Background: an optimization exercise with open tools, aiming at small area. Do not read the settings as production practice.
Function was not checked in any run shown here: the RTL went through the layout flow alone.
Power and IR drop assume default switching activity.

==> flow/design.v, too long to show whole: its modules and the start of the top module <==
// module g_inv: 3 lines
// module g_nand2: 3 lines
// module g_nor2: 3 lines
// module g_nand3: 3 lines
// module g_nor3: 3 lines
// module g_nand4: 3 lines
// module g_nor4: 3 lines
// module g_or4: 3 lines
// module g_nand3b: 3 lines
// module g_xor2: 3 lines
// module g_xnor2: 3 lines
// module g_nor2b: 3 lines
// module g_a21oi: 3 lines
// module g_a21boi: 3 lines
// module g_o21ai: 3 lines
// module g_o22ai: 3 lines
// module arbiter256: 2612 lines
module arbiter256 (
	input enable,
	input [255:0] req,
	output [255:0] grant,
	output reg [7:0] select,
	output reg valid,
	input clock,
	input reset
);
  // ...
==> flow/flow/run.sh <==
#!/bin/bash
# The standard layout (standard.sh), with these changes:
#  - after synthesis, every combinational cell is sized down to the
#    smallest cell of its function (flow/downsize.tcl); timing repair
#    sizes up again where needed;
#  - the port buffers are the smallest buffer cell;
#  - repair_design after placement does not use the largest buffers
#    (flow/resize_dont_use.tcl);
#  - clock tree synthesis options from flow/cts_args.txt.
cp standard.sh standard_sh.txt
export POST_SYNTH_TCL="$PWD/flow/downsize.tcl"
export PRE_RESIZE_TCL="$PWD/flow/resize_dont_use.tcl"
export BUFFER_PORTS_ARGS="-buffer_cell sky130_fd_sc_hd__buf_1"
if [[ -f flow/cts_args.txt ]]; then
  export CTS_ARGS="$(cat flow/cts_args.txt)"
fi
bash standard.sh > standard.log 2>&1
==> flow/flow/cts_args.txt <==
-sink_clustering_enable -repair_clock_nets -dont_use_dummy_load -buf_list {sky130_fd_sc_hd__clkbuf_8} -sink_clustering_size 16 -sink_clustering_max_diameter 80
==> flow/flow/downsize.tcl <==
# Size every combinational cell from synthesis down to the smallest cell of
# the same function; then give the cells that drive many pins a stronger
# drive (the platform keeps later resizing to the same footprint).
proc fn_variants {base} {
  set out {}
  foreach lc [get_lib_cells ${base}_*] {
    set name [get_property $lc name]
    if {![regexp "^${base}_(\[0-9\]+)\$" $name -> dr]} { continue }
    if {[get_property $lc dont_use]} { continue }
    lappend out [list $dr $name [get_property $lc area]]
  }
  return $out
}
set n 0
set m 0
foreach inst [get_cells *] {
  set cell [get_property $inst ref_name]
  if {![regexp {^(sky130_fd_sc_hd__([a-z0-9]+))_([0-9]+)$} $cell -> base fn drive]} { continue }
  if {[regexp {^(df|dl|sdf|edf|sedf|clk|buf|conb|tap|fill|decap|diode)} $fn]} { continue }
  set fanout 0
  foreach pin [get_pins -of_objects $inst -filter "direction == output"] {
    set net [get_nets -of_objects $pin]
    if {$net ne ""} {
      incr fanout [llength [get_pins -of_objects $net -filter "direction == input"]]
    }
  }
  set want 0
  if {$fanout >= 4} { set want 2 }
  set best $cell
  set best_area [get_property [get_lib_cells $cell] area]
  foreach v [fn_variants $base] {
    lassign $v dr name a
    if {$want > 0} {
      if {$dr == $want} { set best $name; set best_area 0 }
    } elseif {$a < $best_area - 1e-6} {
      set best $name; set best_area $a
    }
  }
  if {$best ne $cell} {
    replace_cell $inst $best
    if {$want > 0} { incr m } else { incr n }
  }
}
puts "downsize: sized $n cells down, $m high-fanout cells to drive 2"
==> flow/flow/resize_dont_use.tcl <==
# Keep repair_design to the smaller buffers when it buffers the reset net.
set_dont_use [get_lib_cells {sky130_fd_sc_hd__buf_8 sky130_fd_sc_hd__buf_12 sky130_fd_sc_hd__buf_16}]
==> flow/standard.sh <==
#!/bin/bash
# synth_recipe.tcl (not shown) runs the flow's synth.tcl, then flattens the netlist and writes it again
# the make line also repeats each setting of config.mk as NAME=value (left out here)
make -C /OpenROAD-flow-scripts/flow DESIGN_CONFIG=/design/flow/config.mk WORK_HOME=/design/flow/orfs CLKGATE_MAP_FILE= SYNTH_SCRIPT=/design/flow/synth_recipe.tcl "${@:-finish}"
==> flow/config.mk <==
export PLATFORM = sky130hd
export DESIGN_NAME = arbiter256
export DESIGN_NICKNAME = arbiter256
export VERILOG_FILES = /design/flow/design.v
export SDC_FILE = /design/flow/constraint.sdc
export NUM_CORES = 4
export LEC_CHECK = 0
export CAP_MARGIN = 20
export CORE_MARGIN = 2
export CORE_UTILIZATION = 60
export GPL_TIMING_DRIVEN = 1
export PLACE_DENSITY = 0.8
export SETUP_SLACK_MARGIN = 0.05
export SLEW_MARGIN = 20
export SYNTH_HIERARCHICAL = 1
==> flow/constraint.sdc <==
create_clock -name core_clock -period 3.5 [get_ports {clock}]
set_input_delay 0.7000 -clock core_clock [delete_from_list [all_inputs] [get_ports {clock}]]
set_output_delay 0.7000 -clock core_clock [all_outputs]
set_load 0.01 [all_outputs]
==> results.txt, run 1 <==
Cells after DPL=2,655; Finished Cell Area=17,550 um^2; met3 usage=0.07893; DR vias/cell=5.784; # clk buffers=20; crit-path most repeated cell=o22ai_2; Pleak=0.007523 uW; GRT overflow=0; final core occ=0.7455; multi-input logic portion of the cell area=0.4258; Regs by FF count=q: 255 flops, select: 8 flops; combinational fraction of design power=0.436; Final HPWL DP=38,210 um; worst setup path startpoint=q[75]; WHS=282.4 ps; 1st-pass router iterations=6; number of filler cells placed in the layout=1,891; Post-CTS Setup Bufs=0; first-pass GRT wire length=75,530 um; final worst-path cycle share=0.9657; multi-input combinational cell count=1,400; Reg with most FFs=q; DRC violations left=0; Reg2Reg Depth=14; TritonCTS clock tree=yes; status=complete, no violations; wire length on met3=4801 um; routed wire length per instance=18.66 um; Biggest consumer=combinational logic; Non-clock buffer share=0.1173
==> run 2, diff against run 1 <==
--- a/flow/config.mk
+++ b/flow/config.mk
@@ -10,6 +10,5 @@
 export CORE_UTILIZATION = 60
 export GPL_TIMING_DRIVEN = 1
 export PLACE_DENSITY = 0.8
-export SETUP_SLACK_MARGIN = 0.05
 export SLEW_MARGIN = 20
 export SYNTH_HIERARCHICAL = 1
==> run 2 against run 1 <==
Compared with the run above:
- count of clock-buffer cells in the layout unchanged
- non-clock buffer count down 4
- worst setup slack worse by 14 ps
- hold slack worse by 29 ps
- sequential power about the same
- routed wire length down 0.39%
- sequential share of layout area up 0.29 points
- first-iteration DRC count up 3.9%
- largest cell class unchanged
- largest power group unchanged
==> results.txt, run 2 <==
Core ar.=23,540 um^2 (unchanged); Reg with most FFs=q (unchanged); worst-path fanout max=8 (unchanged); max frequency=294.6 MHz (was 295.9 MHz); port bufs=523 (unchanged); Crit. End Element=output port (unchanged); Die Y=159.3 um (unchanged); fraction of layout cells with a size suffix above 1=0.1176 (was 0.1258); # diodes=0 (unchanged); first-pass GRT wire length=75,530 um (unchanged); Synth Warn #=7 (unchanged); deepest clock path buffer count=3 (unchanged); kind of critical path=register to output port (unchanged); Worst R2R End=ev_n_q (unchanged); Finished Layout Cells=2,675 (was 2,679); status=complete, no violations (unchanged); post-route ant nets=0 (unchanged); max cap viols=0 (unchanged); worst hold path class=input port to asynchronous set/reset pin (unchanged); I/O pins=524 (unchanged); Cell Rows=56 (unchanged); routed wire length per instance=18.61 um (was 18.66 um); 1st-iter DRT viols=1,712 (was 1,648); 1st-pass router iterations=8 (was 6); Cells after DPL=2,655 (unchanged); Avg Inst Size Synth=8.004 um^2 (unchanged); Cells after Synth=1,808 (unchanged); DR vias/cell=5.821 (was 5.784); Post-Syn Nets=2,067 (unchanged); Reg2Reg Depth=14 (unchanged); max FFs per register=255 (unchanged); final WL=49,790 um (was 49,990 um); H-tree levels=1 (unchanged); Sink Count=265 (unchanged); total track usage=0.3725 (unchanged); initial antenna violation count=0 (was 1); commonest cells after routing, fill and taps aside=523 x buf_1, 425 x nor2_1, 263 x nand2_1, 248 x o22ai_1, 170 x a21oi_1 (was 521 x buf_1, 415 x nor2_1, 263 x nand2_1, 246 x o22ai_1, 170 x a21oi_1); r2r startpoint=q[227] (unchanged); clk slew on worst S/H paths=90 ps (was 110 ps); Worst-Skew Late Latency=550 ps (about the same); DRC violations left=0 (unchanged); WHS=253.6 ps (was 282.4 ps); GRT overflow=0 (unchanged); Syn Std Cell Area=14,470 um^2 (unchanged); Via Count=15.57k (was 15.49k); setup TNS=0 ps (unchanged); total die area=25,380 um^2 (unchanged); GPL Wtd Cong=0.9540 (unchanged); Slew headroom=0.3490 (was 0.3144); reg2reg setup slack=930 ps (was 870 ps); Initial Util=0.6147 (unchanged); Post-CTS Setup Bufs=0 (unchanged); worst setup path startpoint=q[103] (was q[75]); Worst-Margin Slew=975.4 ps (was 1027 ps); Max IR drop VDD=466.7 uV (was 469.7 uV); vias in the first global route=14.21k (unchanged); Critical Path Source Type=register (unchanged); number of filler cells placed in the layout=1,919 (was 1,891); # setup viols final=0 (unchanged); Die W=159.3 um (unchanged); area grow syn2layout=20.32% (was 21.28%); Pwr Density=602.1 nW/um^2 (was 599.9 nW/um^2); Final Skew=37.14 ps (was 35.94 ps); final worst-path cycle share=0.9697 (was 0.9657); pin count of the biggest net entering global routing=131 (unchanged); TritonCTS clock tree=yes (unchanged); final hold vios=0 (unchanged); Crit path required time=2800 ps (about the same); CTS buffer count=20 (unchanged); final-report max-slew violation count=0 (unchanged); Pleak=0.007406 uW (was 0.007523 uW); nets=2,617 (was 2,621); Worst Path Arrival=2690 ps (was 2680 ps); root buffer cell=clkbuf_8 (unchanged); min Tclk post-route=3394 ps (was 3380 ps); commonest non-fill, non-tap cell in the layout=buf_1 (unchanged); Final HPWL DP=38,210 um (unchanged); Regs by FF count=q: 255 flops, select: 8 flops (unchanged)
==> run 2: how the worst max path moves through the flow <==
stage | end | slack [ps] | depth (start not counted)
floorplan | q[100] | 620 | 1
global placement | grant[103] | 570 | 9
CTS | grant[33] | 20 | 9
detailed placement | grant[103] | 530 | 9
global route | grant[155] | -10 | 7
finish | grant[157] | 110 | 9
==> run 2: stage by stage <==
step	util	total power, uW	worst slack, ps	area, um^2
2_1_floorplan	-	7348	622.0	14470
3_3_place_gp	0.7182	8507	569.2	16910
3_5_place_dp	0.7182	8705	532.0	16910
4_1_cts	0.7303	10200	19.75	17190
5_1_grt	0.7396	11020	-11.15	17410
6_report	0.7396	10480	105.9	17410
==> run 2: timing repair <==
action	CTS	global route
endpoints found under the setup margin	8	133
hold buffers	0	0
gates resized for setup	1	28
hold endpoints to repair	0	0
==> run 2: power breakdown <==
| group | internal, uW | switching (uW) |
|---|---|---|
| Combinational | 1660 | 2890 |
| Clock | 516 | 985 |
| Sequential | 3630 | 810 |
| Total | 5800 | 4680 |
==> run 2: layout make-up <==
type,instances,area [um^2],area share
inverters,143,549.3,0.03155
well taps,319,399.1,0.02292
repair buffers,528,2026,0.1163
multi-input cells,1400,7370,0.4233
flip-flops and latches,265,6793,0.3901
clock buffers,20,275.3,0.01581
==> run 2: critical path, cell delays in order (launching register included) <==
cell      delay, ps
dfrtp_1         410
inv_1            60
o22ai_1         180
o22ai_1         140
o22ai_2         260
xor2_1          190
nand4_1         150
nand3b_2        390
nor2_1          210
buf_1           180
==> run 2: routing by layer <==
layer	wire length [um]	global-route usage	vias to the layer above
met5	0	0	-
met4	1862	0.1318	0
met3	5021	0.07893	114
met2	22900	0.5927	798
met1	20010	0.5094	7340
li1	-	-	7318

what the ideal ports hide:
No port has a modelled driver above. Below, the same layouts with a new extraction and two added sets of constraints.
Step 1: set_driving_cell puts a clkbuf_16 on clock and a buf_2 on each other input, an assumption about the parent block.
Step 2 adds t to the input delays and takes it off the output delays; t is the mean of the earliest and latest rising clock arrival at the registers after step 1. Input paths then give back, and output paths get back, about the clock's delay inside the block.
Three values: ideal ports, drivers, drivers and shift; two values: the first two.
run | shift t [ns] | slack for setup (ns) | hold slack, ns | worst setup path after step 2
run 1 | 0.582 | 0.120 / 0.070 / 0.432 | 0.282 / 0.259 / 0.464 | input to register
run 2 | 0.580 | 0.106 / 0.055 / 0.486 | 0.254 / 0.230 / 0.464 | input to register
After both steps every run listed still meets setup and hold.
